This is an optimization exercise on Yosys and OpenROAD, whose aim is small area, not a production implementation.
In this exercise RTL edits were held to simulation tests only and were not proved equivalent to the original.
Power and IR drop assume default switching activity.

==> design.v <==
package dummy_pkg;
  typedef enum logic {
    MODE_PIPE,
    MODE_ITER
  } coproc_ctl_t;
  typedef logic tag_t;
endpackage : dummy_pkg
module dummy_cu (
  input  logic clk_i,
  input  logic rst_ni,
  input  logic flush_i,
  input  logic valid_i,
  output logic ready_o,
  input  logic ctl_i,      
  output logic valid_o,
  input  logic ready_i,
  input  logic comb_mode_i,    
  input  logic iter_tc_i,      
  input  logic pipe_busy_i,    
  input  logic pipe_valid_i,   
  output logic rst_state_o,    
  output logic iter_state_o,   
  output logic iter_load_o,    
  output logic pipe_en_o       
);
  logic [1:0] state_q, state_d;
  logic st_reset, st_idle, st_pipe, st_iter;
  assign st_reset = state_q == 2'b00;
  assign st_idle  = state_q == 2'b01;
  assign st_pipe  = state_q == 2'b10;
  assign st_iter  = state_q == 2'b11;
  logic accept;
  assign accept = st_idle & ~comb_mode_i & valid_i;
  always_comb begin
    unique case (state_q)
      2'b00: state_d = 2'b01;
      2'b01: state_d = accept ? (ctl_i ? 2'b11 : 2'b10) : 2'b01;
      2'b10: state_d = (~pipe_busy_i & ~(~ctl_i & valid_i)) ? 2'b01 : 2'b10;
      default: state_d = (iter_tc_i & ready_i) ? 2'b01 : 2'b11;
    endcase
  end
  always_ff @(posedge clk_i or negedge rst_ni) begin
    if (!rst_ni) state_q <= 2'b00;
    else if (flush_i) state_q <= 2'b00;
    else state_q <= state_d;
  end
  assign valid_o = (st_idle & comb_mode_i & valid_i) | (st_pipe & pipe_valid_i) | (st_iter & iter_tc_i);
  assign ready_o = (st_idle & (~comb_mode_i | ready_i)) | (st_pipe & ~ctl_i & ready_i);
  assign rst_state_o  = st_reset;
  assign iter_state_o = st_iter;
  assign iter_load_o  = accept & ctl_i;
  assign pipe_en_o    = (accept & ~ctl_i) | (st_pipe & ready_i);
endmodule
module dummy_top #(
  parameter int unsigned DATA_WIDTH = 32,
  parameter int unsigned MAX_LATENCY = 32,   
  parameter int unsigned MAX_PIPE_DEPTH = 32,
  localparam int unsigned IterCntW = $clog2(MAX_LATENCY),
  localparam int unsigned PipeIdxW = $clog2(MAX_PIPE_DEPTH) + 1
) (
  input logic clk_i,
  input logic rst_ni,
  input logic flush_i,
  input  logic                  valid_i,
  output logic                  ready_o,
  input  logic                  ctl_i,     
  input  dummy_pkg::tag_t       tag_i,     
  input  logic [DATA_WIDTH-1:0] rs1_i,     
  input  logic [DATA_WIDTH-1:0] rs2_i,     
  output logic                  valid_o,
  input  logic                  ready_i,
  output dummy_pkg::tag_t       tag_o,     
  output logic [DATA_WIDTH-1:0] rd_o       
);
  localparam int unsigned W = DATA_WIDTH + 1;   
  localparam int unsigned D = MAX_PIPE_DEPTH;
  logic comb_mode, iter_tc, pipe_busy, pipe_valid;
  logic rst_state, iter_state, iter_load, pipe_en;
  logic [PipeIdxW-1:0] idx;
  assign comb_mode = rs2_i == '0;
  assign idx       = rs2_i[PipeIdxW-1:0];
  dummy_cu u_dummy_cu (
    .clk_i        (clk_i),
    .rst_ni       (rst_ni),
    .flush_i      (flush_i),
    .valid_i      (valid_i),
    .ready_o      (ready_o),
    .ctl_i        (ctl_i),
    .valid_o      (valid_o),
    .ready_i      (ready_i),
    .comb_mode_i  (comb_mode),
    .iter_tc_i    (iter_tc),
    .pipe_busy_i  (pipe_busy),
    .pipe_valid_i (pipe_valid),
    .rst_state_o  (rst_state),
    .iter_state_o (iter_state),
    .iter_load_o  (iter_load),
    .pipe_en_o    (pipe_en)
  );
  logic [W-1:0]        iter_res_q;
  logic [IterCntW-1:0] iter_cnt_q;
  always_ff @(posedge clk_i) begin
    if (iter_load) iter_res_q <= {tag_i, rs1_i};
  end
  always_ff @(posedge clk_i) begin
    if (iter_load) iter_cnt_q <= rs2_i[IterCntW-1:0];
    else if (!iter_tc) iter_cnt_q <= iter_cnt_q - 1'b1;
  end
  assign iter_tc = iter_cnt_q == IterCntW'(1);
  logic [D:0]   pv;    
  logic [W-1:0] pd [D+1];
  assign pv[0] = valid_i;
  assign pd[0] = {tag_i, rs1_i};
  always_ff @(posedge clk_i) begin
    if (flush_i || rst_state) pv[D:1] <= '0;
    else if (pipe_en) pv[D:1] <= pv[D-1:0];
  end
  for (genvar i = 1; i <= D; i++) begin : gen_pipe
    always_ff @(posedge clk_i) begin
      if (pipe_en) pd[i] <= pd[i-1];
    end
  end
  logic [D:0] sel;
  for (genvar i = 0; i <= D; i++) begin : gen_sel
    assign sel[i] = idx == PipeIdxW'(i);
  end
  logic [D-1:0] below;
  for (genvar i = 1; i < D; i++) begin : gen_below
    assign below[i] = idx > PipeIdxW'(i);
  end
  assign below[0] = 1'b0;
  assign pipe_busy = |(below[D-1:1] & pv[D-1:1]);
  assign pipe_valid = |(sel & pv);
  logic [W-1:0] res;
  always_comb begin
    res = '0;
    for (int i = 0; i <= D; i++) res = res | ({W{sel[i] & ~iter_state}} & pd[i]);
    res = res | ({W{iter_state}} & iter_res_q);
  end
  assign {tag_o, rd_o} = res;
endmodule
==> flow/run.sh <==
#!/bin/bash
bash standard.sh > standard.log 2>&1
==> standard.sh <==
#!/bin/bash
# synth_recipe.tcl (not shown) runs the flow's synth.tcl, then flattens the netlist and writes it again
# the make line also repeats each setting of config.mk as NAME=value (left out here)
make -C /OpenROAD-flow-scripts/flow DESIGN_CONFIG=/design/flow/config.mk WORK_HOME=/design/flow/orfs CLKGATE_MAP_FILE= SYNTH_SCRIPT=/design/flow/synth_recipe.tcl "${@:-finish}"
==> config.mk <==
export PLATFORM = sky130hd
export DESIGN_NAME = dummy_top
export DESIGN_NICKNAME = dummy_top
export VERILOG_FILES = /design/flow/design.v
export SDC_FILE = /design/flow/constraint.sdc
export NUM_CORES = 4
export LEC_CHECK = 0
export CAP_MARGIN = 20
export CORE_MARGIN = 2
export CORE_UTILIZATION = 40
export SETUP_SLACK_MARGIN = 0.4
export SLEW_MARGIN = 20
==> constraint.sdc <==
create_clock -name core_clock -period 6.0 [get_ports {clk_i}]
set_input_delay 1.2000 -clock core_clock [delete_from_list [all_inputs] [get_ports {clk_i}]]
set_output_delay 1.2000 -clock core_clock [all_outputs]
set_load 0.01 [all_outputs]
==> results.json, run 1 <==
{
  "critPathArrivalTime_ps": 4330,
  "initialDrtViolationCount": 5228,
  "dp_hpwl_um": 89700,
  "worstPathBufferInverterCount": 4,
  "cp_cell_sequence": "buf_2, buf_4, nand4bb_1, nor2_4, buf_4, a22oi_1, nand2_1, nor4_1, o211ai_1, clkdlybuf4s50_1",
  "die_area_mm2": 0.109,
  "hold_buffers": 0,
  "gr-usage-all-layers_pct": 25.7,
  "post_drt_wl_per_cell_um": 33.5,
  "cp_max_fo": 17,
  "initial_core_util_pct": 40.4,
  "first_global_vias": 26576,
  "fin_nets": 2864,
  "r2r_slack_ps": 2980,
  "multi_input_area_mm2": 0.00854,
  "r2r_cells": 6,
  "power_frac_seq_pct": 53.3,
  "synth_flop_cell": "edfxtp_1",
  "seq_area_frac_synth_pct": 78.7,
  "p_int_w": 0.0134,
  "gp_congestion": 0.908,
  "fillers": 8766,
  "grt-ovfl-total": 0,
  "drc": 0,
  "finalPower_w": 0.0172,
  "power.density_mw_per_mm2": 342,
  "port-buffer-count": 105,
  "h-tree-depth": 3,
  "core_area_mm2": 0.106,
  "die_w_um": 330,
  "firstDrtPassIters": 6,
  "hold_depth": 0,
  "cts_buffers": 112,
  "irDropWorstVdd_uv": 263,
  "p_comb_share_pct": 5.3,
  "clkLatencyLatePin_ps": 700,
  "fmax_mhz": 181,
  "end_kind": "primary output",
  "switching_power_w": 0.00386,
  "area_delta_synth_final_pct": 18.0,
  "setup_viol": 0,
  "ios": 106,
  "slew_violations": 0,
  "yosys_warnings": 3,
  "synth.cell_area_mm2": 0.0426,
  "critPathKind": "input port to primary output",
  "worst_pin_slew_ps": 1030,
  "critical_path.slowest_cell": "clkdlybuf4s50_1",
  "drt-total-wl_um": 144000,
  "syn-mean-instance-area_um2": 16.6,
  "synth_area_leaders": "edfxtp_1 77%, a22oi_1 6.6%, dfxtp_1 1.5%",
  "synth_edf_count": 1094,
  "drtAntennaViolNets": 0,
  "cts_tree": "yes",
  "grt_pass1_wl_um": 199000,
  "leakage_nw": 16.5,
  "reg2reg_from": "u_dummy_cu.state_q[0]",
  "cp_common_cell": "buf_4",
  "clk_pin_slew_ps": 60,
  "cap_violations": 0,
  "seqCellArea_mm2": 0.0335,
  "startpoint_type": "input port",
  "synth.net_count": 2640,
  "grt_max_degree": 163,
  "yosys_register_bits": 1128,
  "cts_sinks": 1128,
  "cts.path.max_buffers": 3,
  "synth_cell_types": 75,
  "worstReg2RegEnd": "pd[29][12]",
  "hold_end": "pd[4][14]",
  "synth_top_area_cell": "edfxtp_1",
  "antenna_found_initial": 4,
  "tns_ps": 0,
  "row_count": 119,
  "hold_viol_final": 0,
  "synth_top_area_share_pct": 77.0,
  "critPathTopFamily": "buffers and inverters",
  "timing.slew.headroom_pct": 31.5,
  "post-route-period-util_pct": 92.2,
  "fin_crit_ps": 5530,
  "rsz0062_at_grt": "false",
  "status": "complete, no violations",
  "hp-class": "register to register",
  "sw_frac_of_total_pct": 22.4,
  "async_flop_share_pct": 0.177,
  "cts_root_buf": "clkbuf_16",
  "crit_required_ps": 4800,
  "crit_path_max_incr_delay_ps": 650,
  "hold_start": "pd[3][14]",
  "layout-drive-gt1-share_pct": 14.0,
  "power.share.clock_pct": 41.4,
  "postSynthCellCount": 2567,
  "fin_skew_ps": 26.0,
  "die_y_um": 330,
  "viasPerCell": 6.50,
  "vias": 27802
}
[cell families after synthesis]
group	after synthesis	synth area share, %
compound gates	679	11.6
flops	1128	78.7
xor+xnor	3	0.0616
mux	52	1.29
buf+inv	178	1.74
fa+ha+maj	4	0.106
simple gates	523	6.50
[per-layer routing]
metal | up-vias | wire (µm) | part of all wire (%) | track usage [%]
li1 | 11030 | - | - | -
met1 | 14175 | 55100 | 38 | 35.8
met2 | 2255 | 64000 | 45 | 38.7
met3 | 340 | 18100 | 13 | 6.26
met4 | 2 | 6380 | 4.4 | 10.7
met5 | - | 20 | 0.014 | 0
[area by class of cell]
type / instances / share of cell area [%]
Sequential cell: 1128 / 66.7
Multi-Input combinational cell: 1261 / 17.0
Clock buffer: 140 / 5.91
Timing Repair Buffer: 281 / 5.52
Tap cell: 1391 / 3.46
Clock inverter: 67 / 1.40
Inverter: 7 / 0.0522
Antenna cell: 4 / 0.0199
[synthesized netlist by cell type (3+ instances only)]
master,n
edfxtp_1,1094
a22oi_1,376
nand2_1,129
clkbuf_1,122
nand3_1,99
and3_1,85
o21ai_0,76
nor2_1,57
mux2i_1,45
a21oi_1,42
nor4_1,36
nand4_1,34
dfxtp_1,32
buf_2,29
a2111oi_0,27
o22ai_1,22
a22o_1,21
a221oi_1,20
and2_1,20
nor3_1,15
buf_1,14
a222oi_1,11
o221ai_1,11
o2111ai_1,10
o211ai_1,8
inv_1,7
nor2b_1,7
nor4b_1,7
a211oi_1,6
o31ai_1,6
mux2_2,5
o32ai_1,5
a21boi_0,4
a32oi_1,4
buf_6,4
nand3b_1,4
o21ai_1,4
or2_2,4
a21o_1,3
a31o_2,3
a32o_1,3
and2_0,3
or3_1,3
[state kept, by name (all words and copies together) (netlist names)]
register / count
iter_cnt_q: 5
pv: 32
u_dummy_cu.state_q: 2
pd: 1056
iter_res_q: 33
[worst max path at each step]
stage / from / end / cells after the start
finish: rs2_i[3] / rd_o[7] / 10
global route: rs2_i[2] / rd_o[30] / 11
CTS: rs2_i[5] / rd_o[12] / 12
detailed placement: rs2_i[5] / rd_o[12] / 12
global placement: rs2_i[5] / rd_o[12] / 12
floorplan: valid_i / pv[23] / 7
[repair_timing]
item / 4_1_cts / 5_1_grt
resized for setup: 0 / 7
endpoints found under the setup margin: 0 / 8
buffers inserted: 0 / 2
hold endpoints to repair: 0 / 0
[layout by cell type, fill, tap and decap left out, drive strengths merged, types with 5 or more instances in the layout]
master	synthesis	routed
a222oi	11	11
nor4b	8	8
o21ai	80	80
o31ai	6	6
a21oi	42	42
inv	7	9
a22oi	376	376
clkdlybuf4s50	0	99
o2111ai	10	10
a22o	21	21
a2111oi	27	27
mux2	5	5
clkinv	0	47
or2	5	5
nor3	16	16
bufinv	0	13
o22ai	22	22
clkinvlp	0	5
o221ai	11	11
nor2	57	57
mux2i	45	45
and3	85	85
o211ai	8	8
nor4	37	37
a211oi	6	6
nand3	99	99
nor2b	7	7
and2	23	23
o32ai	5	5
edfxtp	1094	1094
a221oi	21	21
dfxtp	32	32
clkbuf	122	140
buf	49	182
nand2	129	129
nand4	34	34
[power groups by stage]
stage | Clock, W | Combinational, W | Sequential, W
2_1_floorplan | 0 | 0.000422 | 0.00928
3_3_place_gp | 0 | 0.000878 | 0.00931
3_5_place_dp | 0 | 0.000893 | 0.00933
4_1_cts | 0.00719 | 0.000896 | 0.00917
5_1_grt | 0.00749 | 0.000946 | 0.00920
6_report | 0.00714 | 0.000908 | 0.00918
[stage by stage]
stage	setup WS [ps]	instances	cell area (µm²)	hold WS (ps)	util (%)
after global placement	495	4066	46600	421	44.1
after global routing	404	4278	50300	441	47.7
final	468	4279	50300	440	47.7
after CTS	487	4273	50300	430	47.6
after floorplan	642	2567	42700	417	-
after detailed placement	496	4066	46600	426	44.1
==> inputs of run 2 (changes only) <==
==> run.sh (new file) <==
#!/bin/bash
# synth_recipe.tcl (not shown) runs the flow's synth.tcl, then flattens the netlist and writes it again
# the make line also repeats each setting of config.mk as NAME=value (left out here)
make -C /OpenROAD-flow-scripts/flow DESIGN_CONFIG=/design/flow/config.mk WORK_HOME=/design/flow/orfs CLKGATE_MAP_FILE= SYNTH_SCRIPT=/design/flow/synth_recipe.tcl finish
removed: flow/run.sh
removed: standard.sh
==> run 2 against run 1 <==
  * Design area stayed put
  * Non-clock buffer count stayed put
  * Largest cell class unchanged
  * Fmax stayed put
  * Critical path type unchanged
  * Sequential share of layout area stayed put
  * Total power stayed put
  * Die area stayed put
  * Critical endpoint unchanged
  * Largest power group unchanged
  * Global-route usage stayed put
  * Via count stayed put
==> results.json, run 2 <==
{
  "area_delta_synth_final_pct": 18.0,
  "synth_edf_count": 1094,
  "cp_common_cell": "buf_4",
  "fin_crit_ps": 5530,
  "port-buffer-count": 105,
  "final_common_cell": "edfxtp_1",
  "row_count": 119,
  "met2_usage_pct": 38.7,
  "drtAntennaViolNets": 0,
  "initial_core_util_pct": 40.4,
  "grt_pass1_wl_um": 199000,
  "drt-total-wl_um": 144000,
  "layout_common_cells": "1094 x edfxtp_1, 376 x a22oi_1, 141 x buf_4, 128 x nand2_1, 115 x clkbuf_16",
  "h-tree-depth": 3,
  "syn-mean-instance-area_um2": 16.6,
  "core_area_mm2": 0.106,
  "worstReg2RegEnd": "pd[29][12]",
  "largest-register": "pd",
  "die_area_mm2": 0.109,
  "cp_max_fo": 17,
  "grt_max_degree": 163,
  "cts_sinks": 1128,
  "synth_top_area_cell": "edfxtp_1",
  "hold_buffers": 0,
  "slew_violations": 0,
  "synth.cell_area_mm2": 0.0426,
  "sw_frac_of_total_pct": 22.4,
  "firstDrtPassIters": 6,
  "met3_usage_pct": 6.26,
  "cts_root_buf": "clkbuf_16",
  "viasPerCell": 6.50,
  "clkLatencyLatePin_ps": 700,
  "worstPathBufferInverterCount": 4,
  "worstSetupStartpoint": "rs2_i[3]",
  "gp_congestion": 0.908,
  "vias": 27802,
  "synth_commonest_cells": "1094 x edfxtp_1, 376 x a22oi_1, 129 x nand2_1",
  "switching_power_w": 0.00386,
  "fmax_mhz": 181,
  "reg2reg_from": "u_dummy_cu.state_q[0]",
  "status": "complete, no violations",
  "grt-ovfl-total": 0,
  "synth_flop_cell": "edfxtp_1",
  "synth.net_count": 2640,
  "power.density_mw_per_mm2": 342,
  "p_int_w": 0.0134,
  "layout-drive-gt1-share_pct": 14.0,
  "crit_path_max_incr_delay_ps": 650,
  "crit_required_ps": 4800,
  "ios": 106,
  "irDropWorstVdd_uv": 263,
  "r2r_cells": 6,
  "worst_pin_slew_ps": 1030,
  "cts.path.max_buffers": 3,
  "fin_skew_ps": 26.0,
  "synth_area_leaders": "edfxtp_1 77%, a22oi_1 6.6%, dfxtp_1 1.5%",
  "yosys_register_bits": 1128,
  "leakage_nw": 16.5,
  "synth_top_area_share_pct": 77.0,
  "crit_cells": 10,
  "critPathTopFamily": "buffers and inverters",
  "yosys_warnings": 3,
  "setup_viol": 0,
  "die_y_um": 330,
  "postSynthCellCount": 2567,
  "post_drt_wl_per_cell_um": 33.5,
  "post-place-ws_ps": 496,
  "top_regs": "pd (1056), iter_res_q (33), pv (32)",
  "cap_violations": 0,
  "initialDrtViolationCount": 5228,
  "rsz0062_at_grt": "false",
  "synth_cell_types": 75,
  "p_comb_share_pct": 5.3,
  "end_kind": "primary output",
  "die_w_um": 330,
  "startpoint_type": "input port",
  "top_usage_layer": "met2",
  "cp_cell_sequence": "buf_2, buf_4, nand4bb_1, nor2_4, buf_4, a22oi_1, nand2_1, nor4_1, o211ai_1, clkdlybuf4s50_1",
  "grt_util_met1_pct": 35.8,
  "antenna_found_initial": 4,
  "post-route-period-util_pct": 92.2,
  "first_global_vias": 26576,
  "power_frac_seq_pct": 53.3,
  "critical_path.slowest_cell": "clkdlybuf4s50_1",
  "r2r_slack_ps": 2980,
  "largest_reg_flops": 1056,
  "seq_area_frac_synth_pct": 78.7,
  "endpoint": "rd_o[7]",
  "tns_ps": 0,
  "hp-class": "register to register",
  "yosysMostFrequentCell": "edfxtp_1",
  "power.share.clock_pct": 41.4,
  "timing.slew.headroom_pct": 31.5,
  "dp_hpwl_um": 89700,
  "setup_ws_ps": 468,
  "hold_viol_final": 0,
  "critPathArrivalTime_ps": 4330,
  "cts_tree": "yes",
  "fin_nets": 2864,
  "drc": 0,
  "async_flop_share_pct": 0.177,
  "cts_buffers": 112,
  "critPathKind": "input port to primary output",
  "clk_pin_slew_ps": 60,
  "gr-usage-all-layers_pct": 25.7
}
run 2: cell counts after synthesis:
Identical to the previous run, type by type.
run 2: worst min path at each step:
stage,cells after the start,end,start
after global routing,0,pd[17][2],pd[16][2]
after global placement,0,pd[23][26],pd[22][26]
after CTS,0,pd[4][14],pd[3][14]
after floorplan,0,pd[10][13],pd[9][13]
final,0,pd[4][14],pd[3][14]
after detailed placement,0,pd[21][6],pd[20][6]
run 2: timing repair:
| item | 4_1_cts | 5_1_grt |
|---|---|---|
| resized for setup | 0 | 7 |
| buffers inserted | 0 | 2 |
| endpoints found under the setup margin | 0 | 8 |
run 2: final cells by class:
cell class	count	area, µm²
diodes	4	10.0
clock buffers	140	2970
clock inverters	67	706
fillers	8766	55200
inverters	7	26.3
multi-input cells	1261	8540
flip-flops and latches	1128	33500
well taps	1391	1740
repair buffers	281	2780
run 2: worst reg2reg max path: cells and delay by family, from the launching register on:
| family | cells | cell delay, ps |
|---|---|---|
| compound gates | 2 | 730 |
| flops | 1 | 440 |
| simple gates | 1 | 240 |
| buf+inv | 3 | 1020 |
run 2: stage by stage:
stage          power, W  cell area [µm²]  utilization (%)  std cells  hold slack, ps
2_1_floorplan   0.00970            42700                -       2567             417
3_3_place_gp     0.0102            46600             44.1       4066             421
3_5_place_dp     0.0102            46600             44.1       4066             426
4_1_cts          0.0173            50300             47.6       4273             430
5_1_grt          0.0176            50300             47.7       4278             441
6_report         0.0172            50300             47.7       4279             440
run 2: metal layers:
| metal | up-vias | part of all wire, % | wire (µm) |
|---|---|---|---|
| li1 | 11030 | - | - |
| met1 | 14175 | 38 | 55100 |
| met2 | 2255 | 45 | 64000 |
| met3 | 340 | 13 | 18100 |
| met4 | 2 | 4.4 | 6380 |
| met5 | - | 0.014 | 20 |
run 2: cells by family (layout without fill, tap and decap cells):
| group | after synthesis | after routing | synth area share, % |
|---|---|---|---|
| AO/OA/AOI/OAI | 679 | 679 | 11.6 |
| XOR/XNOR | 3 | 3 | 0.0616 |
| adder cells (fa/ha/maj) | 4 | 4 | 0.106 |
| buffers and inverters | 178 | 495 | 1.74 |
| flip-flops | 1128 | 1128 | 78.7 |
| multiplexers | 52 | 52 | 1.29 |
| other | 0 | 4 | 0 |
| AND/OR/NAND/NOR | 523 | 523 | 6.50 |
run 2: power groups by stage:
stage | sequential, W | clock [W] | combinational (W)
2_1_floorplan | 0.00928 | 0 | 0.000422
3_3_place_gp | 0.00931 | 0 | 0.000878
3_5_place_dp | 0.00933 | 0 | 0.000893
4_1_cts | 0.00917 | 0.00719 | 0.000896
5_1_grt | 0.00920 | 0.00749 | 0.000946
6_report | 0.00918 | 0.00714 | 0.000908
==> inputs of run 3 (changes only) <==
==> flow/run.sh (new file) <==
#!/bin/bash
# Layout flow: the standard ORFS flow with
#  - an area-oriented ABC script for the combinational logic (my_synth.tcl,
#    area.abc); registers are mapped exactly as in the standard synthesis,
#  - a smaller clock tree (no dummy loads, small leaf clusters),
#  - buf_1 port buffers and a denser placement,
#  - no buffers or inverters above size 4 for repair (dont_use.txt holds
#    the platform's don't-use list plus those), so that high-fanout nets
#    are buffered with small cells.
set -uo pipefail
HERE=$(pwd)
export MY_ABC_SCRIPT=$HERE/flow/area.abc
CTS="-sink_clustering_enable -repair_clock_nets -dont_use_dummy_load $(cat flow/cts_args.txt)"
bash standard.sh \
  SYNTH_SCRIPT=$HERE/flow/my_synth.tcl \
  "CTS_ARGS=$CTS" \
  "BUFFER_PORTS_ARGS=-buffer_cell sky130_fd_sc_hd__buf_1" \
  "DONT_USE_CELLS=$(cat flow/dont_use.txt)" \
  $(cat flow/make_args.txt) \
  finish > flow_make.log 2>&1
rc=$?
cp -r orfs/logs orfs_logs 2>/dev/null
exit $rc
==> flow/area.abc (new file) <==
strash
&get -n
&st
&dch
&nf -a
&st
&dch
&nf -a
&st
&dch
&nf -a
&put

==> flow/cts_args.txt (new file) <==
-buf_list sky130_fd_sc_hd__clkbuf_8 -sink_clustering_size 16 -sink_clustering_max_diameter 50
==> flow/dont_use.txt (new file) <==
sky130_fd_sc_hd__probe_p_8 sky130_fd_sc_hd__probec_p_8 sky130_fd_sc_hd__lpflow_bleeder_1 sky130_fd_sc_hd__lpflow_clkbufkapwr_1 sky130_fd_sc_hd__lpflow_clkbufkapwr_16 sky130_fd_sc_hd__lpflow_clkbufkapwr_2 sky130_fd_sc_hd__lpflow_clkbufkapwr_4 sky130_fd_sc_hd__lpflow_clkbufkapwr_8 sky130_fd_sc_hd__lpflow_clkinvkapwr_1 sky130_fd_sc_hd__lpflow_clkinvkapwr_16 sky130_fd_sc_hd__lpflow_clkinvkapwr_2 sky130_fd_sc_hd__lpflow_clkinvkapwr_4 sky130_fd_sc_hd__lpflow_clkinvkapwr_8 sky130_fd_sc_hd__lpflow_decapkapwr_12 sky130_fd_sc_hd__lpflow_decapkapwr_3 sky130_fd_sc_hd__lpflow_decapkapwr_4 sky130_fd_sc_hd__lpflow_decapkapwr_6 sky130_fd_sc_hd__lpflow_decapkapwr_8 sky130_fd_sc_hd__lpflow_inputiso0n_1 sky130_fd_sc_hd__lpflow_inputiso0p_1 sky130_fd_sc_hd__lpflow_inputiso1n_1 sky130_fd_sc_hd__lpflow_inputiso1p_1 sky130_fd_sc_hd__lpflow_inputisolatch_1 sky130_fd_sc_hd__lpflow_isobufsrc_1 sky130_fd_sc_hd__lpflow_isobufsrc_16 sky130_fd_sc_hd__lpflow_isobufsrc_2 sky130_fd_sc_hd__lpflow_isobufsrc_4 sky130_fd_sc_hd__lpflow_isobufsrc_8 sky130_fd_sc_hd__lpflow_isobufsrckapwr_16 sky130_fd_sc_hd__lpflow_lsbuf_lh_hl_isowell_tap_1 sky130_fd_sc_hd__lpflow_lsbuf_lh_hl_isowell_tap_2 sky130_fd_sc_hd__lpflow_lsbuf_lh_hl_isowell_tap_4 sky130_fd_sc_hd__lpflow_lsbuf_lh_isowell_4 sky130_fd_sc_hd__lpflow_lsbuf_lh_isowell_tap_1 sky130_fd_sc_hd__lpflow_lsbuf_lh_isowell_tap_2 sky130_fd_sc_hd__lpflow_lsbuf_lh_isowell_tap_4 sky130_fd_sc_hd__fill_1 sky130_fd_sc_hd__fill_2 sky130_fd_sc_hd__fill_4 sky130_fd_sc_hd__fill_8  sky130_fd_sc_hd__buf_6 sky130_fd_sc_hd__buf_8 sky130_fd_sc_hd__buf_12 sky130_fd_sc_hd__buf_16 sky130_fd_sc_hd__bufbuf_8 sky130_fd_sc_hd__bufbuf_16 sky130_fd_sc_hd__bufinv_8 sky130_fd_sc_hd__bufinv_16 sky130_fd_sc_hd__inv_6 sky130_fd_sc_hd__inv_8 sky130_fd_sc_hd__inv_12 sky130_fd_sc_hd__inv_16 sky130_fd_sc_hd__clkbuf_16 sky130_fd_sc_hd__clkinv_8 sky130_fd_sc_hd__clkinv_16 sky130_fd_sc_hd__clkinvlp_4
==> flow/make_args.txt (new file) <==
CORE_UTILIZATION=55 PLACE_DENSITY=0.7
==> flow/my_synth.tcl (new file) <==
# The standard flow's synthesis script (synth_recipe.tcl) with one change: the
# combinational mapping uses an area-oriented ABC script (MY_ABC_SCRIPT)
# in place of ORFS's. Registers are mapped as before, by dfflibmap.
proc synth {args} { yosys synth -nofsm -noshare {*}$args }
proc abc {args} {
  set i [lsearch -exact $args -script]
  if {$i >= 0} { lset args [expr {$i + 1}] $::env(MY_ABC_SCRIPT) }
  yosys abc {*}$args
}
source $::env(SCRIPTS_DIR)/synth.tcl
# left out here: clear keep_hierarchy, flatten, clean up, hide names made inside functions, write 1_2_yosys.v
==> standard.sh (new file) <==
#!/bin/bash
# synth_recipe.tcl (not shown) runs the flow's synth.tcl, then flattens the netlist and writes it again
# the make line also repeats each setting of config.mk as NAME=value (left out here)
make -C /OpenROAD-flow-scripts/flow DESIGN_CONFIG=/design/flow/config.mk WORK_HOME=/design/flow/orfs CLKGATE_MAP_FILE= SYNTH_SCRIPT=/design/flow/synth_recipe.tcl "${@:-finish}"
removed: run.sh
==> run 3 against run 2 <==
  * Clock skew is 65 ps higher
  * Clock-buffer cell count is 39 lower
  * Wire length is 19% lower
  * First-iteration DRC count is 3.0% higher
  * Critical path type unchanged
  * Largest cell class unchanged
  * Highest routed layer unchanged
==> results.json, run 3 <==
{
  "post-place-ws_ps": 419,
  "initial_core_util_pct": 55.4,
  "cts_tree": "yes",
  "syn-mean-instance-area_um2": 19.0,
  "finalCoreUtilization_pct": 61.3,
  "largest_reg_flops": 1056,
  "synth_xor_area_share_pct": 0.0652,
  "layout-drive-gt1-share_pct": 11.0,
  "cts_root_buf": "clkbuf_8",
  "synth_adder_area_share_pct": 0.0621,
  "die_w_um": 275,
  "dp_hpwl_um": 71400,
  "endpoint": "rd_o[0]",
  "gp_congestion": 0.944,
  "final_common_cell": "edfxtp_1",
  "first_global_vias": 24350,
  "synth_edf_count": 1094,
  "leakage_nw": 13.8,
  "fmax_mhz": 179,
  "vias": 25407,
  "fin_nets": 2580,
  "drtAntennaViolNets": 0,
  "clk_pin_slew_ps": 80,
  "cts_sinks": 1128,
  "hold_buffers": 0,
  "multi_input_area_mm2": 0.00698,
  "cts_resized": 0,
  "top_regs": "pd (1056), iter_res_q (33), pv (32)",
  "synth_commonest_cells": "1094 x edfxtp_1, 218 x a22oi_1, 210 x a222oi_1",
  "seqCellArea_mm2": 0.0335,
  "postSynthCellCount": 2120,
  "cp_max_fo": 12,
  "synth_top_family_by_area": "compound AO/OA/AOI/OAI gates",
  "critPathKind": "input port to primary output",
  "slew_violations": 0,
  "yosys-mux-area-fraction_pct": 0,
  "hp-class": "input port to asynchronous set/reset pin",
  "drt-total-wl_um": 116000,
  "r2r_cells": 5,
  "reg2reg_from": "u_dummy_cu.state_q[1]",
  "fin_crit_ps": 5590,
  "area_delta_synth_final_pct": 10.6,
  "async_flop_share_pct": 0.177,
  "cap_violations": 0,
  "rsz0062_at_grt": "false",
  "die_y_um": 275,
  "hold_viol_final": 0,
  "synth_flop_cell": "edfxtp_1",
  "yosys_warnings": 3,
  "grt_max_degree": 90,
  "antenna_found_initial": 2,
  "critical_path.slowest_cell": "nor4_2",
  "viasPerCell": 7.33,
  "postCtsSetupBuffers": 0,
  "layout_common_cells": "1094 x edfxtp_1, 218 x a22oi_1, 210 x a222oi_1, 157 x buf_1, 105 x nor2_1",
  "initialDrtViolationCount": 5384,
  "h-tree-depth": 3,
  "synth_compound_gate_area_share_pct": 11.0,
  "worstSetupStartpoint": "rs2_i[5]",
  "end_kind": "primary output",
  "ios": 106,
  "setup_viol": 0,
  "seq_area_frac_synth_pct": 83.3,
  "die_area_mm2": 0.0754,
  "crit_required_ps": 4800,
  "worst_pin_slew_ps": 1160,
  "post_drt_wl_per_cell_um": 33.6,
  "grt_pass1_wl_um": 166000,
  "synth_top_area_cell": "edfxtp_1",
  "crit_path_max_incr_delay_ps": 860,
  "power.density_mw_per_mm2": 316,
  "startpoint_type": "input port",
  "grt-ovfl-total": 0,
  "post-route-period-util_pct": 93.2,
  "row_count": 99,
  "synth_area_leaders": "edfxtp_1 82%, a222oi_1 5.2%, a22oi_1 4.1%",
  "fin_skew_ps": 90.6,
  "port-buffer-count": 105,
  "setup_ws_ps": 407,
  "synth.cell_area_mm2": 0.0403,
  "synth.net_count": 2193,
  "largest-register": "pd",
  "status": "complete, no violations",
  "cts.path.max_buffers": 3,
  "cp_cell_sequence": "buf_1, buf_2, or3b_1, nor4_2, buf_2, a222oi_1, nand2_1, nor4_1, nand4_1, buf_1",
  "gr-usage-all-layers_pct": 30.7,
  "yosys.area_share.simple_pct": 5.48,
  "timing.slew.headroom_pct": 22.3,
  "critPathArrivalTime_ps": 4390,
  "r2r_slack_ps": 3150,
  "irDropWorstVdd_uv": 214,
  "yosys_register_bits": 1128,
  "clkLatencyLatePin_ps": 780,
  "core_area_mm2": 0.0727,
  "synth_cell_types": 44,
  "drc": 0,
  "cts_buffers": 101,
  "synth_top_area_share_pct": 81.5,
  "firstDrtPassIters": 9,
  "fillers": 5122,
  "yosysMostFrequentCell": "edfxtp_1",
  "worstReg2RegEnd": "iter_res_q[7]"
}
[run 3: per-stage QoR]
| stage | hold WS, ps | instances | TNS (ps) | total power, W | cell area [µm²] |
|---|---|---|---|---|---|
| after CTS | 260 | 3463 | 0 | 0.0141 | 44500 |
| final | 287 | 3466 | 0 | 0.0141 | 44500 |
| after global placement | 427 | 3362 | 0 | 0.0103 | 43100 |
| after detailed placement | 433 | 3362 | 0 | 0.0104 | 43100 |
| after global routing | 285 | 3466 | 0 | 0.0145 | 44500 |
| after floorplan | 421 | 2120 | -3706880 | 0.0101 | 40400 |
[run 3: worst min-delay path by stage]
| stage | end | slack (ps) | cells past startpoint |
|---|---|---|---|
| after global placement | pd[12][0] | 430 | 0 |
| after global routing | u_dummy_cu.state_q[0] | 290 | 1 |
| after floorplan | pd[16][8] | 420 | 0 |
| after CTS | u_dummy_cu.state_q[0] | 260 | 1 |
| final | u_dummy_cu.state_q[0] | 290 | 1 |
| after detailed placement | pd[2][5] | 430 | 0 |
[run 3: layout make-up]
cell class | instances | share of cell area (%)
sequential | 1128 | 75.3
timing repair buffer | 284 | 3.11
clock buffer | 101 | 3.12
tap | 959 | 2.69
inverter | 10 | 0.0983
antenna | 2 | 0.0112
multi-input combinational | 982 | 15.7
[run 3: where the power goes]
group | total (W) | switching, W | internal [W] | leakage, nW
Sequential | 0.00949 | 0.000277 | 0.00922 | 10.3
Clock | 0.00386 | 0.00236 | 0.00150 | 0.726
Combinational | 0.000733 | 0.000550 | 0.000183 | 2.70
Total | 0.0141 | 0.00319 | 0.0109 | 13.8
[run 3: cell families (layout without fill, tap and decap cells)]
| logic type | Yosys count | after routing |
|---|---|---|
| AND/OR/NAND/NOR | 432 | 432 |
| buffers and inverters | 10 | 395 |
| other | 0 | 2 |
| AO/OA/AOI/OAI | 545 | 545 |
| XOR/XNOR | 3 | 3 |
| adder cells (fa/ha/maj) | 2 | 2 |
| flip-flops | 1128 | 1128 |
[run 3: metal layers]
layer / wire (µm) / up-vias / part of all wire, % / track usage [%]
met4: 5550 / 2 / 4.8 / 13.8
met1: 41700 / 12607 / 36 / 43.1
met3: 17400 / 384 / 15 / 7.86
met2: 51700 / 2357 / 44 / 45.7
li1: - / 10057 / - / -
met5: 50 / - / 0.043 / 0.501
[run 3: worst max-delay path, delay by kind of cell]
| family | cells | cell delay (ps) |
|---|---|---|
| AO/OA/AOI/OAI | 1 | 220 |
| AND/OR/NAND/NOR | 5 | 1610 |
| buffers and inverters | 4 | 1360 |
==> inputs of run 4 (changes only) <==
==> flow/area.abc (replaced) <==
strash
&get -n
&st
&dch -f
&nf -a -R 1000
&st
&dch -f
&nf -a -R 1000
&put
==> flow/make_args.txt (replaced) <==
CORE_UTILIZATION=60 PLACE_DENSITY=0.75 SLEW_MARGIN=0 CAP_MARGIN=0 SETUP_SLACK_MARGIN=0.1
==> run 4 against run 3 <==
  * Still clean
  * Sequential share of layout area is 0.72 points higher
  * Fmax rose by 2.8%
  * Flip-flop and latch count unchanged
  * Clock skew is 37 ps lower
  * Clock-buffer cell count fell by 7
  * Clock power down 4%
  * Wire length down 1.3%
  * Non-clock buffer count shrank 18
  * Area after synthesis shrank 0.35%
  * Hold slack worse by 17 ps
  * Via count decreased by 0.58%
  * Critical path type unchanged
  * Critical endpoint is now rd_o[5]
==> results.json, run 4 <==
{
  "cp_max_fo": 12,
  "die_area_mm2": 0.0690,
  "hold_ws_ps": 270,
  "finalCoreUtilization_pct": 66.9,
  "power.density_mw_per_mm2": 308,
  "synth_edf_count": 1094,
  "place_inst": 3224,
  "post_drt_wl_per_cell_um": 34.6,
  "grt-ovfl-total": 0,
  "initial_core_util_pct": 60.8,
  "reg2reg_from": "u_dummy_cu.state_q[0]",
  "port-buffer-count": 105,
  "yosys_register_bits": 1128,
  "met2_usage_pct": 48.6,
  "synth_area_leaders": "edfxtp_1 82%, a222oi_1 6.2%, a22oi_1 2.3%",
  "fin_crit_ps": 5440,
  "row_count": 94,
  "cts_buffers": 94,
  "largest_reg_flops": 1056,
  "met3_usage_pct": 10.2,
  "cts_resized": 0,
  "synth_commonest_cells": "1094 x edfxtp_1, 248 x a222oi_1, 167 x nand2_1",
  "layout-drive-gt1-share_pct": 10.4,
  "postCtsSetupBuffers": 0,
  "critPathArrivalTime_ps": 4240,
  "first_global_vias": 24552,
  "tns_ps": 0,
  "startpoint_type": "input port",
  "worst_pin_slew_ps": 1200,
  "yosys_warnings": 3,
  "hold_viol_final": 0,
  "largest-register": "pd",
  "synth.net_count": 2167,
  "gr-usage-all-layers_pct": 32.8,
  "synth_flop_cell": "edfxtp_1",
  "firstDrtPassIters": 12,
  "fmax_mhz": 184,
  "layout_common_cells": "1094 x edfxtp_1, 248 x a222oi_1, 166 x nand2_1, 148 x buf_1, 122 x a22oi_1",
  "yosysMostFrequentCell": "edfxtp_1",
  "fin_nets": 2529,
  "syn-mean-instance-area_um2": 19.2,
  "post-route-period-util_pct": 90.7,
  "r2r_slack_ps": 2560,
  "cts_tree": "yes",
  "synth.cell_area_mm2": 0.0401,
  "cap_violations": 0,
  "rsz0062_at_grt": "false",
  "top_regs": "pd (1056), iter_res_q (33), pv (32)",
  "drc": 0,
  "viasPerCell": 7.61,
  "fillers": 4273,
  "cts.path.max_buffers": 3,
  "grt_pass1_wl_um": 164000,
  "top_usage_layer": "met2",
  "drt-total-wl_um": 115000,
  "fin_cells": 3320,
  "slew_violations": 0,
  "dp_hpwl_um": 70100,
  "ios": 106,
  "die_y_um": 263,
  "cts_root_buf": "clkbuf_8",
  "end_kind": "primary output",
  "final_common_cell": "edfxtp_1",
  "vias": 25259,
  "crit_required_ps": 4800,
  "critPathKind": "input port to primary output",
  "worstReg2RegEnd": "pd[26][15]",
  "grt_util_met1_pct": 45.9,
  "gp_congestion": 0.924,
  "synth_top_area_share_pct": 81.8,
  "r2r_cells": 7,
  "timing.slew.headroom_pct": 19.9,
  "status": "complete, no violations",
  "hp-class": "input port to asynchronous set/reset pin",
  "postSynthCellCount": 2094,
  "die_w_um": 263,
  "async_flop_share_pct": 0.177,
  "seq_area_frac_synth_pct": 83.6,
  "hold_buffers": 0,
  "cts_sinks": 1128,
  "fin_skew_ps": 53.5,
  "grt_max_degree": 97,
  "h-tree-depth": 3,
  "synth_cell_types": 46,
  "antenna_found_initial": 1,
  "clkLatencyLatePin_ps": 750,
  "clk_pin_slew_ps": 70,
  "initialDrtViolationCount": 5880,
  "synth_top_area_cell": "edfxtp_1",
  "core_area_mm2": 0.0660,
  "leakage_nw": 13.7,
  "drtAntennaViolNets": 0,
  "setup_viol": 0,
  "irDropWorstVdd_uv": 192,
  "area_delta_synth_final_pct": 9.91
}
-- run 4: critical path, cell delays in order --
cell,delay [ps]
buf_1,420
nand2_1,380
nor2_1,380
nand2_1,180
nor2_4,530
buf_2,420
a222oi_1,160
nand3_1,140
nor4_1,50
nand4_1,180
buf_1,180
-- run 4: cell type report --
| class | count | area, µm² | area share, % |
|---|---|---|---|
| sequential | 1128 | 33500 | 76.0 |
| tap | 864 | 1080 | 2.45 |
| antenna | 2 | 5.00 | 0.0113 |
| inverter | 10 | 42.5 | 0.0964 |
| clock buffer | 94 | 1290 | 2.93 |
| timing repair buffer | 266 | 1310 | 2.98 |
| multi-input combinational | 956 | 6850 | 15.5 |
-- run 4: where the power goes --
group          switching (W)  internal (W)
clock network        0.00232       0.00140
logic               0.000458      0.000151
registers           0.000216       0.00907
-- run 4: how the worst max path moves through the flow --
stage	from	to	slack, ps
after global routing	rs2_i[3]	rd_o[27]	430
after floorplan	rs2_i[4]	pd[10][0]	-3850
final	rs2_i[2]	rd_o[5]	560
after CTS	rs2_i[2]	rd_o[5]	660
after detailed placement	rs2_i[2]	rd_o[5]	650
after global placement	rs2_i[0]	rd_o[9]	430
-- run 4: stage by stage --
stage	instance area, µm²	worst slack (ps)	power [W]
2_1_floorplan	40200	-3850	0.00981
3_3_place_gp	42800	430	0.0100
3_5_place_dp	42800	650	0.0100
4_1_cts	44100	663	0.0136
5_1_grt	44100	432	0.0140
6_report	44100	560	0.0136
-- run 4: layer usage --
metal	wire [µm]	up-vias	share of wire (%)
li1	-	9938	-
met5	0	-	0
met3	19500	351	17
met4	4780	0	4.2
met2	50600	2576	44
met1	40000	12394	35
-- run 4: cells by family after synthesis --
logic type / share of synthesized area [%]
AOI/OAI and AO/OA: 10.8
xor gates and xnor gates: 0.0655
adders and majority gates: 0.0623
buffers and inverters: 0.0935
DFF: 83.6
and+or+nand+nor: 5.38
==> inputs of run 5 (changes only) <==
==> flow/make_args.txt (replaced) <==
CORE_UTILIZATION=60 PLACE_DENSITY=0.75 SLEW_MARGIN=10 CAP_MARGIN=10 SETUP_SLACK_MARGIN=0.1
==> run 5 against run 4 <==
  * Global-route usage about the same
  * Core utilization about the same
  * Design area hardly changed
  * Sequential power about the same
  * Flip-flop and latch count unchanged
  * Combinational power hardly changed
  * First-iteration DRC count is 0.77% higher
  * Via count decreased by 0.29%
  * Clock skew rose by 32 ps
  * Wire length down 0.18%
  * Total power decreased by 0.12%
  * Clock power about the same
==> results.json, run 5 <==
{
  "worst_pin_slew_ps": 1200,
  "synth_compound_gate_area_share_pct": 10.8,
  "ios": 106,
  "synth_adder_area_share_pct": 0.0623,
  "gp_congestion": 0.924,
  "clk_pin_slew_ps": 70,
  "crit_required_ps": 4800,
  "fmax_mhz": 181,
  "synth_cell_types": 46,
  "finalPower_w": 0.0136,
  "cp_max_fo": 13,
  "syn-mean-instance-area_um2": 19.2,
  "cts_root_buf": "clkbuf_8",
  "grt_pass1_wl_um": 164000,
  "grt_max_degree": 97,
  "end_kind": "primary output",
  "synth_top_family_by_area": "compound AO/OA/AOI/OAI gates",
  "die_area_mm2": 0.0690,
  "cts_sinks": 1128,
  "vias": 25187,
  "synth.cell_area_mm2": 0.0401,
  "setup_viol": 0,
  "layout_common_cells": "1094 x edfxtp_1, 248 x a222oi_1, 166 x nand2_1, 148 x buf_1, 122 x a22oi_1",
  "initial_core_util_pct": 60.8,
  "reg2reg_from": "u_dummy_cu.state_q[0]",
  "yosysMostFrequentCell": "edfxtp_1",
  "post-route-period-util_pct": 92.0,
  "slew_violations": 0,
  "layout-drive-gt1-share_pct": 10.4,
  "irDropWorstVdd_uv": 220,
  "postSynthCellCount": 2094,
  "seq_area_frac_synth_pct": 83.6,
  "fin_crit_ps": 5520,
  "cts_buffers": 93,
  "worstSetupStartpoint": "rs2_i[3]",
  "drt-total-wl_um": 115000,
  "synth_top_area_cell": "edfxtp_1",
  "final_common_cell": "edfxtp_1",
  "area_delta_synth_final_pct": 9.92,
  "synth_flop_cell": "edfxtp_1",
  "clkLatencyLatePin_ps": 740,
  "largest_reg_flops": 1056,
  "rsz0062_at_grt": "false",
  "initialDrtViolationCount": 5925,
  "synth_commonest_cells": "1094 x edfxtp_1, 248 x a222oi_1, 167 x nand2_1",
  "h-tree-depth": 3,
  "die_w_um": 263,
  "first_global_vias": 24587,
  "synth_top_area_share_pct": 81.8,
  "viasPerCell": 7.58,
  "core_area_mm2": 0.0660,
  "yosys_warnings": 3,
  "antenna_found_initial": 3,
  "firstDrtPassIters": 9,
  "critPathKind": "input port to primary output",
  "status": "complete, no violations",
  "cts_tree": "yes",
  "port-buffer-count": 105,
  "postCtsSetupBuffers": 0,
  "drc": 0,
  "fin_nets": 2529,
  "grt-ovfl-total": 0,
  "largest-register": "pd",
  "yosys_register_bits": 1128,
  "yosys.area_share.simple_pct": 5.38,
  "cts_resized": 0,
  "top_regs": "pd (1056), iter_res_q (33), pv (32)",
  "synth_edf_count": 1094,
  "timing.slew.headroom_pct": 19.7,
  "leakage_nw": 13.7,
  "async_flop_share_pct": 0.177,
  "dp_hpwl_um": 70300,
  "hp-class": "input port to asynchronous set/reset pin",
  "row_count": 94,
  "hold_viol_final": 0,
  "cap_violations": 0,
  "hold_buffers": 0,
  "synth_area_leaders": "edfxtp_1 82%, a222oi_1 6.2%, a22oi_1 2.3%",
  "power.density_mw_per_mm2": 308,
  "yosys-mux-area-fraction_pct": 0,
  "place_inst": 3225,
  "drtAntennaViolNets": 0,
  "critPathArrivalTime_ps": 4320,
  "gr-usage-all-layers_pct": 32.9,
  "synth.net_count": 2167,
  "post_drt_wl_per_cell_um": 34.5,
  "die_y_um": 263,
  "synth_xor_area_share_pct": 0.0654,
  "fin_skew_ps": 85.7,
  "startpoint_type": "input port",
  "fin_cells": 3325,
  "cts.path.max_buffers": 3
}
## run 5: changes by cell type in the layout (fill, tap and decap cells not counted)
cell	before	now
diode_2	2	7
buf_2	51	52
clkbuf_8	94	93
## run 5: worst paths after layout
check                                        end  cells past startpoint  slack (ps)
max in group asynchronous  u_dummy_cu.state_q[1]                      1        5560
setup reg to reg                      pd[16][15]                      7        2650
min in group core_clock               pd[31][16]                      0         430
setup / recovery                         rd_o[5]                     11         480
hold / removal             u_dummy_cu.state_q[0]                      1         320
hold reg to reg                       pd[31][16]                      0         430
## run 5: layer usage
layer / wire, µm / share of wire (%) / global-route usage [%] / vias to the layer above
li1: - / - / - / 9947
met1: 39200 / 34 / 45.1 / 12326
met3: 19800 / 17 / 11.2 / 341
met4: 5000 / 4.4 / 14.8 / 2
met5: 13 / 0.011 / 0 / -
met2: 50600 / 44 / 48.4 / 2571
## run 5: final cells by class
type / count / area, µm²
clock buffers: 93 / 1280
multi-input cells: 956 / 6850
fillers: 4278 / 21900
diodes: 7 / 17.5
flip-flops and latches: 1128 / 33500
inverters: 10 / 42.5
well taps: 864 / 1080
repair buffers: 267 / 1320
## run 5: cells by family after synthesis
kind of cell / after synthesis
buffers and inverters: 10
xor gates and xnor gates: 3
AOI/OAI and AO/OA: 511
and+or+nand+nor: 440
DFF: 1128
adders and majority gates: 2
## run 5: per-stage QoR
| step | hold slack, ps | TNS (ps) | setup slack, ps | cell area, µm² | utilization [%] |
|---|---|---|---|---|---|
| 6_report | 315 | 0 | 483 | 44100 | 66.9 |
| 5_1_grt | 321 | 0 | 370 | 44100 | 66.9 |
| 4_1_cts | 274 | 0 | 634 | 44100 | 66.9 |
| 3_5_place_dp | 435 | 0 | 632 | 42800 | 64.9 |
| 3_3_place_gp | 429 | 0 | 430 | 42800 | 64.9 |
| 2_1_floorplan | 421 | -4151330 | -3850 | 40200 | - |
## run 5: critical path, cell delays in order
cell and delay (ps):
buf_1 430, nor2b_1 290, and2_0 490, nand2_1 210
nor2_4 500, buf_2 390, a22oi_1 200, nand4_1 130
nor4_1 70, nand4_1 190, buf_1 200
## run 5: report_power, final
part           leakage, nW  total [W]  internal (W)  switching, W
registers             10.3    0.00928       0.00907      0.000215
logic                 2.73   0.000609      0.000151      0.000458
clock network        0.669    0.00370       0.00138       0.00232

-- afterwards: timing with drivers on the ports --
The results above use ideal ports. As a check the final layouts listed here were re-extracted and re-timed, cells and wires unchanged. Step 1 assumes that a clkbuf_16 drives the clock port and a buf_2 every other input. Step 2, shift: input delay + t, output delay - t, t = (earliest + latest rising clock arrival at the registers) / 2. This alone moves slack from input paths to output paths. a / b / c = no drivers / after step 1 / after step 2; a / b = the first two.
run	t, ns	slack for setup (ns)	clock arrival spread, ns	slew at the worst register clock pin (ns)	worst data-port slew with drivers (ns)
run 1	0.764	0.468 / 0.337 / 0.337	0.033 / 0.033	0.07 / 0.07	0.15
run 2	0.764	0.468 / 0.337 / 0.337	0.033 / 0.033	0.07 / 0.07	0.15
run 3	0.776	0.407 / 0.374 / 0.374	0.130 / 0.130	0.10 / 0.10	0.11
run 4	0.763	0.560 / 0.531 / 0.531	0.076 / 0.076	0.10 / 0.10	0.08
run 5	0.740	0.483 / 0.456 / 0.456	0.114 / 0.115	0.10 / 0.10	0.09
After both steps setup and hold are still met in every run listed.
